This design comes from an exercise in tuning for small area, a short achievable clock period and few clock cycles on the open sky130 flow, not from production work.
RTL that was checked went through simulation tests only; none was proved equivalent to the original.
Function not checked in run 1: the RTL went through the layout flow alone.
Power figures rest on the tool's default switching activity, not on a simulated workload.

## flow/design.v (module list and top-level ports; edited modules follow where they fit)
// module accelerator: 1803 lines
// module day12_fa: 10 lines
// module day12_ha: 9 lines
// module day12_top: 27 lines
module day12_top #(
    parameter MAX_REGION_W = 64,
    parameter MAX_REGION_H = 64
) (
    input  wire clk,
    input  wire rst_n,
    input  wire in_valid,
    input  wire [31:0] in_data,
    output wire in_ready,
    output wire out_valid,
    output wire [31:0] out_data,
    input  wire out_ready
);
  // ...
==> flow/flow/run.sh <==
#!/bin/bash
# The standard layout (the standard.sh: standard synthesis, floorplan,
# placement, CTS, routing), with one change: the buffers that global
# placement puts on every input and output port are buf_2 cells instead of
# the cell buffer_ports picks by default.
set -euo pipefail
export BUFFER_PORTS_ARGS="-buffer_cell sky130_fd_sc_hd__buf_2"
bash standard.sh > standard.log 2>&1
==> flow/standard.sh <==
#!/bin/bash
# synth_recipe.tcl (not shown) runs the flow's synth.tcl, then flattens the netlist and writes it again
# the make line also repeats each setting of config.mk as NAME=value (left out here)
make -C /OpenROAD-flow-scripts/flow DESIGN_CONFIG=/design/flow/config.mk WORK_HOME=/design/flow/orfs CLKGATE_MAP_FILE= SYNTH_SCRIPT=/design/flow/synth_recipe.tcl "${@:-finish}"
==> flow/config.mk <==
export PLATFORM = sky130hd
export DESIGN_NAME = day12_top
export DESIGN_NICKNAME = day12_top
export VERILOG_FILES = /design/flow/design.v
export SDC_FILE = /design/flow/constraint.sdc
export NUM_CORES = 4
export LEC_CHECK = 0
export CAP_MARGIN = 20
export CORE_MARGIN = 2
export CORE_UTILIZATION = 60
export CTS_CLUSTER_DIAMETER = 80
export CTS_CLUSTER_SIZE = 24
export SLEW_MARGIN = 20
export SYNTH_HIERARCHICAL = 1
==> flow/constraint.sdc <==
create_clock -name core_clock -period 14.5 [get_ports {clk}]
set_input_delay 2.9000 -clock core_clock [delete_from_list [all_inputs] [get_ports {clk}]]
set_output_delay 2.9000 -clock core_clock [all_outputs]
set_load 0.01 [all_outputs]
==> flow_metrics.env, run 1 <==
export IMPL_seqCellArea_um2=6200
export IMPL_nMultiInputCombCells=1301
export IMPL_holdBufCountCts=0
export IMPL_dr_max_layer_used="met5"
export IMPL_post_dp_hpwl_mm=34.8
export IMPL_powerClk_mw=0.582
export IMPL_setup_viol=0
export IMPL_synth_largest_area_cell="dfxtp_1"
export IMPL_final_cell_mix="and2_1 (288), dfxtp_1 (263), fa_1 (250)"
export IMPL_crit_type="in -> reg"
export IMPL_yosysUniqueCellTypes=68
export IMPL_status="finished clean"
export IMPL_multi_input_area_share_pct=61.1
export IMPL_place_ws_ns=9.67
export IMPL_fin_skew_ns=0.0258
export IMPL_fin_util_pct=65.1
export IMPL_slew_violations=0
export IMPL_multiInputGateArea_um2=12200
export IMPL_cp_cell_sequence="buf_2 -> nor4_1 -> a21oi_1 -> nor4_1 -> o221a_1 -> o31a_1 -> a31o_1"
export IMPL_crit_fanout=3
export IMPL_syn_to_final_growth_pct=6.18
export IMPL_synthArstFlopShare_pct=0
export IMPL_die_w_um=181
export IMPL_synth_top_flop_cell="dfxtp_1"
export IMPL_final_cells=2117
export IMPL_start_kind="input pin"
export IMPL_routed_wl_met3_mm=2.92
==> run 2: changes to the inputs <==
--- a/flow/design.v
+++ b/flow/design.v
@@ -91,17 +91,17 @@
 wire in_nr_zero = (in_data[31:16] == 16'd0);
 wire in_hc_zero = (in_data[23:16] == 8'd0);
 wire hdr_in_r  = r_v && (phase == PH_HDR);
 wire rdec      = r_v && (phase == PH_REG) && (rsub == 2'd2);
 wire sdec      = r_v && (phase == PH_SHDR || phase == PH_SDATA) && sdone;
 wire n_last_shape = hdr_in_r ? (r_ns_clamp == 4'd1) : (sdec ? (sleft == 4'd2) : (sleft == 4'd1));
 wire n_rl_zero = hdr_in_r ? r_nr_zero : (rdec ? (rleft == 16'd1) : (rleft == 16'd0));
 wire n_rl_one  = hdr_in_r ? (r_data[31:16] == 16'd1) : (rdec ? (rleft == 16'd2) : (rleft == 16'd1));
-wire n_wl_one  = (r_v && phase == PH_SHDR) ? (rhc[7:3] == 5'd0 && rhc[2:0] != 3'd0) || (rhc == 8'd4)
+wire n_wl_one  = (r_v && phase == PH_SHDR) ? (rhc[7:2] == 6'd0 && rhc[1:0] != 2'd0) || (rhc == 8'd4)
                                            : ((r_v && phase == PH_SDATA) ? (wl == 7'd2) : (wl == 7'd1));
 wire n_reg = (nxt_phase == PH_REG);
 wire t_wh = accept & n_reg & (nxt_rsub == 2'd0);
 wire t_q1 = accept & n_reg & (nxt_rsub == 2'd1);
 wire t_q2 = accept & n_reg & (nxt_rsub == 2'd2);
 reg  end_if;
 always @(*) begin
     case (nxt_phase)
@@ -1770,18 +1770,23 @@
 day12_fa u_bs117 (.a(bs37), .b(bc76), .c(bs77), .s(bs117), .co(bc118));
 day12_fa u_bs119 (.a(bs39), .b(bc78), .c(bs79), .s(bs119), .co(bc120));
 assign sum_s = {bc118, bc116, bc114, bc112, bc110, bc108, bc106, bc104, bc102, bc100, bc98, bc96, bc94, bc92, bc90, bc88, bc86, bc84, bk82, bh81};
 assign sum_c = {bs119, bs117, bs115, bs113, bs111, bs109, bs107, bs105, bs103, bs101, bs99, bs97, bs95, bs93, bs91, bs89, bs87, bs85, bs83, bh1};
 wire [19:0] sum = sum_s + sum_c;
 reg         satf;
 wire        fit = p_q2 & (satf | sum[19]);
 reg         f_fit, f_end;
+reg inreg;
 always @(posedge clk) begin
     if (!rst_n || p_q2)
+        inreg <= 1'b0;
+    else if (p_wh)
+        inreg <= 1'b1;
+    if (!rst_n || p_q2 || !(inreg || p_wh))
         acc <= 20'd0;
     else if (p_wh)
         acc <= ~sum;
     else
         acc <= sum;
     if (p_wh)
         satf <= p_big | sum[19];
     f_fit <= fit;
==> flow/config.mk (replaced) <==
export PLATFORM = sky130hd
export DESIGN_NAME = day12_top
export DESIGN_NICKNAME = day12_top
export VERILOG_FILES = /design/flow/design.v
export SDC_FILE = /design/flow/constraint.sdc
export NUM_CORES = 4
export LEC_CHECK = 0
export CAP_MARGIN = 20
export CORE_MARGIN = 2
export CORE_UTILIZATION = 60
export SLEW_MARGIN = 20
export SYNTH_HIERARCHICAL = 1
==> run 2 against run 1 <==
Effect of this change: critical path depth down 1; hold slack better by 0.0096 ns; clock-buffer cell count up 21; clock skew down 0.010 ns; still clean on timing, DRC and antenna; setup slack better by 0.040 ns; sequential power down 3.8%.
==> flow_metrics.env, run 2 <==
export IMPL_status="finished clean"
export IMPL_clockPowerShare_pct=48.6
export IMPL_drive_gt1_share_pct=10.9
export IMPL_worst_slack_ns=10.24
export IMPL_total_leakage_power_nw=9.62
export IMPL_htree_levels=2
export IMPL_antenna_found_initial=2
export IMPL_dp_cells=2079
export IMPL_switchingPower_mw=0.409
export IMPL_cap_violations=0
export IMPL_yosys_top_cells_area="dfxtp_1 (28%), fa_1 (26%), and2_1 (9.3%), edfxtp_1 (4.9%), ha_1 (4.4%)"
export IMPL_initial_core_util_pct=61.3
export IMPL_dpl_cell_area_um2=19400
export IMPL_hp_class="reg -> reg"
export IMPL_slew_violations=0
export IMPL_overflow=0
export IMPL_clock_latency_ns=0.52
export IMPL_clock_path_buffers=3
export IMPL_syn_inst=1687
export IMPL_synth_seq_area_share_pct=32.9
export IMPL_critPathTopFamily="simple AND/OR/NAND/NOR gates"
export IMPL_syn_to_final_growth_pct=9.05
export IMPL_viasPerCell=5.74
export IMPL_drt_iter0_drc=821
export IMPL_final_common_cell="and2_1"
export IMPL_die_w_um=181
export IMPL_path_buf_inv=1
export IMPL_synth_common_cells="and2_1 (282), dfxtp_1 (264), fa_1 (250)"
export IMPL_cp_arrival_ns=4.71
export IMPL_drc=0
export IMPL_portBuffers=53
export IMPL_powerDensity_nw_per_um2=87.8
export IMPL_r2r_slack_ns=10.33
export IMPL_post_dp_hpwl_mm=35.3
export IMPL_postRouteAntennaNets=0
export IMPL_setup_viol=0
export IMPL_largest_reg_flops=64
export IMPL_synthArstFlopShare_pct=0
export IMPL_worstMarginPinSlew_ns=0.946
export IMPL_slew_headroom_pct=36.7
export IMPL_clock_sinks=295
export IMPL_antennaDiodeCount=0
export IMPL_path_clk_slew_ns=0.06
export IMPL_cts_tree="built"
export IMPL_grt_pass1_wl_mm=74.9
export IMPL_grt_max_degree=77
export IMPL_grt_pass1_vias=13000
export IMPL_largest_register="accel.cells"
export IMPL_vdd_drop_max_mv=0.115
export IMPL_fin_skew_ns=0.0158
export IMPL_cts_buffers=34
export IMPL_yosysWarnings=7
export IMPL_cp_cell_sequence="buf_2 -> nor4_1 -> nand4_1 -> nor4_1 -> o21bai_1 -> a21boi_1"
export IMPL_fin_crit_ns=4.26
export IMPL_fin_util_pct=66.8
export IMPL_dr_pass1_iters=6
export IMPL_fillers=2411
export IMPL_crit_fanout=3
export IMPL_timing_critical_path_slowest_stage_cell="nor4_1"
export IMPL_ys_ff_latch=295
export IMPL_wl_per_cell_um=22.3
export IMPL_synth_edf_count=31
export IMPL_syn_area_per_cell_um2=11.2
export IMPL_crit_type="in -> reg"
export IMPL_seq_power_share_pct=47.6
export IMPL_cts_setup_buffers=0
export IMPL_critPathMostFrequentCell="nor4_1"
export IMPL_worstSetupEndpointType="register"
export IMPL_synth_largest_area_cell="dfxtp_1"
export IMPL_coreArea_um2=30800
export IMPL_routed_wl_mm=47.6
export IMPL_final_cells=2140
export IMPL_gp_congestion=0.855
export IMPL_die_h_um=181
export IMPL_rows=64
export IMPL_fmax_ghz=0.235
export IMPL_required_ns=14.95
export IMPL_synth_top_flop_cell="dfxtp_1"
export IMPL_track_usage_pct=30.0
export IMPL_cts_resized_gates=0
export IMPL_holdBufCountCts=0
export IMPL_ctsRootBufferMaster="clkbuf_16"
export IMPL_yosysUniqueCellTypes=66
export IMPL_p_int_mw=1.40
export IMPL_final_cell_area_um2=20600
export IMPL_dr_total_vias=12300
export IMPL_rsz0062_at_grt="false"
export IMPL_io_pins=70
export IMPL_start_kind="input pin"
export IMPL_die_area_um2=32900
export IMPL_finalCritPeriodShare_pct=29.4
export IMPL_slowest_delay_ns=0.68
export IMPL_switching_share_pct=22.6
export IMPL_setup_tns_ns=0
export IMPL_top_regs="accel.cells: 64 flops, accel.r_a: 32 flops, accel.r_data: 32 flops"
export IMPL_place_ws_ns=9.64
export IMPL_p_comb_share_pct=3.8
export IMPL_yosys_area_top_type_share_pct=28.0
export IMPL_layout_nets=2071
export IMPL_hold_viol_final=0
export IMPL_synth_area_um2=18900
export IMPL_final_cell_mix="and2_1 (282), dfxtp_1 (264), fa_1 (250)"
export IMPL_yosysMostFrequentCell="and2_1"
==> run 2: final cells by class <==
cell class	instances	area, um^2	share of cell area [%]
clock buffer	45	996	4.83
clock inverter	16	163	0.789
inverter	28	105	0.510
multi-input combinational	1290	12200	59.4
sequential	295	6220	30.2
tap	396	495	2.40
timing repair buffer	70	393	1.91
==> run 2: per-stage QoR <==
stage | power, mW | hold slack, ns
floorplan | 0.911 | 0.412
global placement | 0.944 | 0.417
CTS | 1.82 | 0.433
finish | 1.81 | 0.433
detailed placement | 0.945 | 0.419
global route | 1.86 | 0.453
==> run 2: metal layers <==
layer | vias to the layer above | share of wire [%] | global-route usage, %
li1 | 5589 | - | -
met1 | 6268 | 46 | 42.4
met2 | 342 | 46 | 47.5
met3 | 77 | 5.8 | 6.10
met4 | 2 | 2.2 | 7.93
met5 | - | 0.027 | 0
==> run 2: path summary, 6_finish.rpt <==
| check | endpoint | startpoint | depth (start not counted) |
|---|---|---|---|
| max reg2reg | accel.sg1_9 | accel.r_data[19] | 9 |
| min reg2reg | accel.f_end | accel.p_end | 1 |
| min | accel.f_end | accel.p_end | 1 |
| max | accel.r_end | in_data[26] | 6 |
==> run 2: power by group through the flow <==
stage               registers (mW)  logic [mW]  clock network, mW
detailed placement           0.877      0.0676                  0
global route                 0.861      0.0749              0.924
floorplan                    0.861      0.0500                  0
global placement             0.877      0.0667                  0
CTS                          0.859      0.0682              0.893
finish                       0.860      0.0686              0.880
==> run 2: cell families after synthesis <==
family	Yosys count	share of synthesized area, %
flip-flops	295	32.9
other	1	0.0198
multiplexers	107	5.93
buffers and inverters	117	2.67
AND/OR/NAND/NOR	635	19.2
AO/OA/AOI/OAI	142	4.99
XOR/XNOR	74	3.43
adder cells (fa/ha/maj)	316	30.9
==> run 2: worst register-to-register path: stages, from the launching register on <==
cell,delay (ns)
dfxtp_1,0.65
buf_4,0.34
and2_1,0.16
ha_1,0.24
fa_1,0.56
fa_1,0.43
fa_1,0.40
fa_1,0.51
fa_1,0.47
mux2_2,0.28
==> run 2: modules after synthesis, one instance, submodules excluded, a selection <==
| module | flip-flops and latches | cell area [um^2] | cells |
|---|---|---|---|
| day12_ha | 0 | 12.5 | 1 |
| day12_fa | 0 | 20.0 | 1 |
Testbench counts of run 2, summed over its fixed seeds: cycles 41,753.

re-timing with driven ports:
Ports are ideal in the flow. The routed layouts listed here were re-timed in OpenROAD.
Step 1: set_driving_cell puts a clkbuf_16 on clk and a buf_2 on each other input, an assumption about the parent block.
Step 2 times the ports against the registers' clock, not the clock port: input delays grow and output delays shrink by t, the midpoint of the rising clock arrivals with the driver on.
Three values: ideal ports, drivers, drivers and shift; two values: the first two.
| run | shift t [ns] | setup slack, ns | worst slew at a driven data input, ns |
|---|---|---|---|
| run 1 | 0.577 | 10.196 / 10.233 / 9.655 | 0.03 |
| run 2 | 0.562 | 10.236 / 10.270 / 9.708 | 0.04 |
After both steps every run listed still meets setup and hold. For run 1, which loses most, drivers alone change the setup slack by +0.037 ns; drivers and shift together by -0.541 ns.
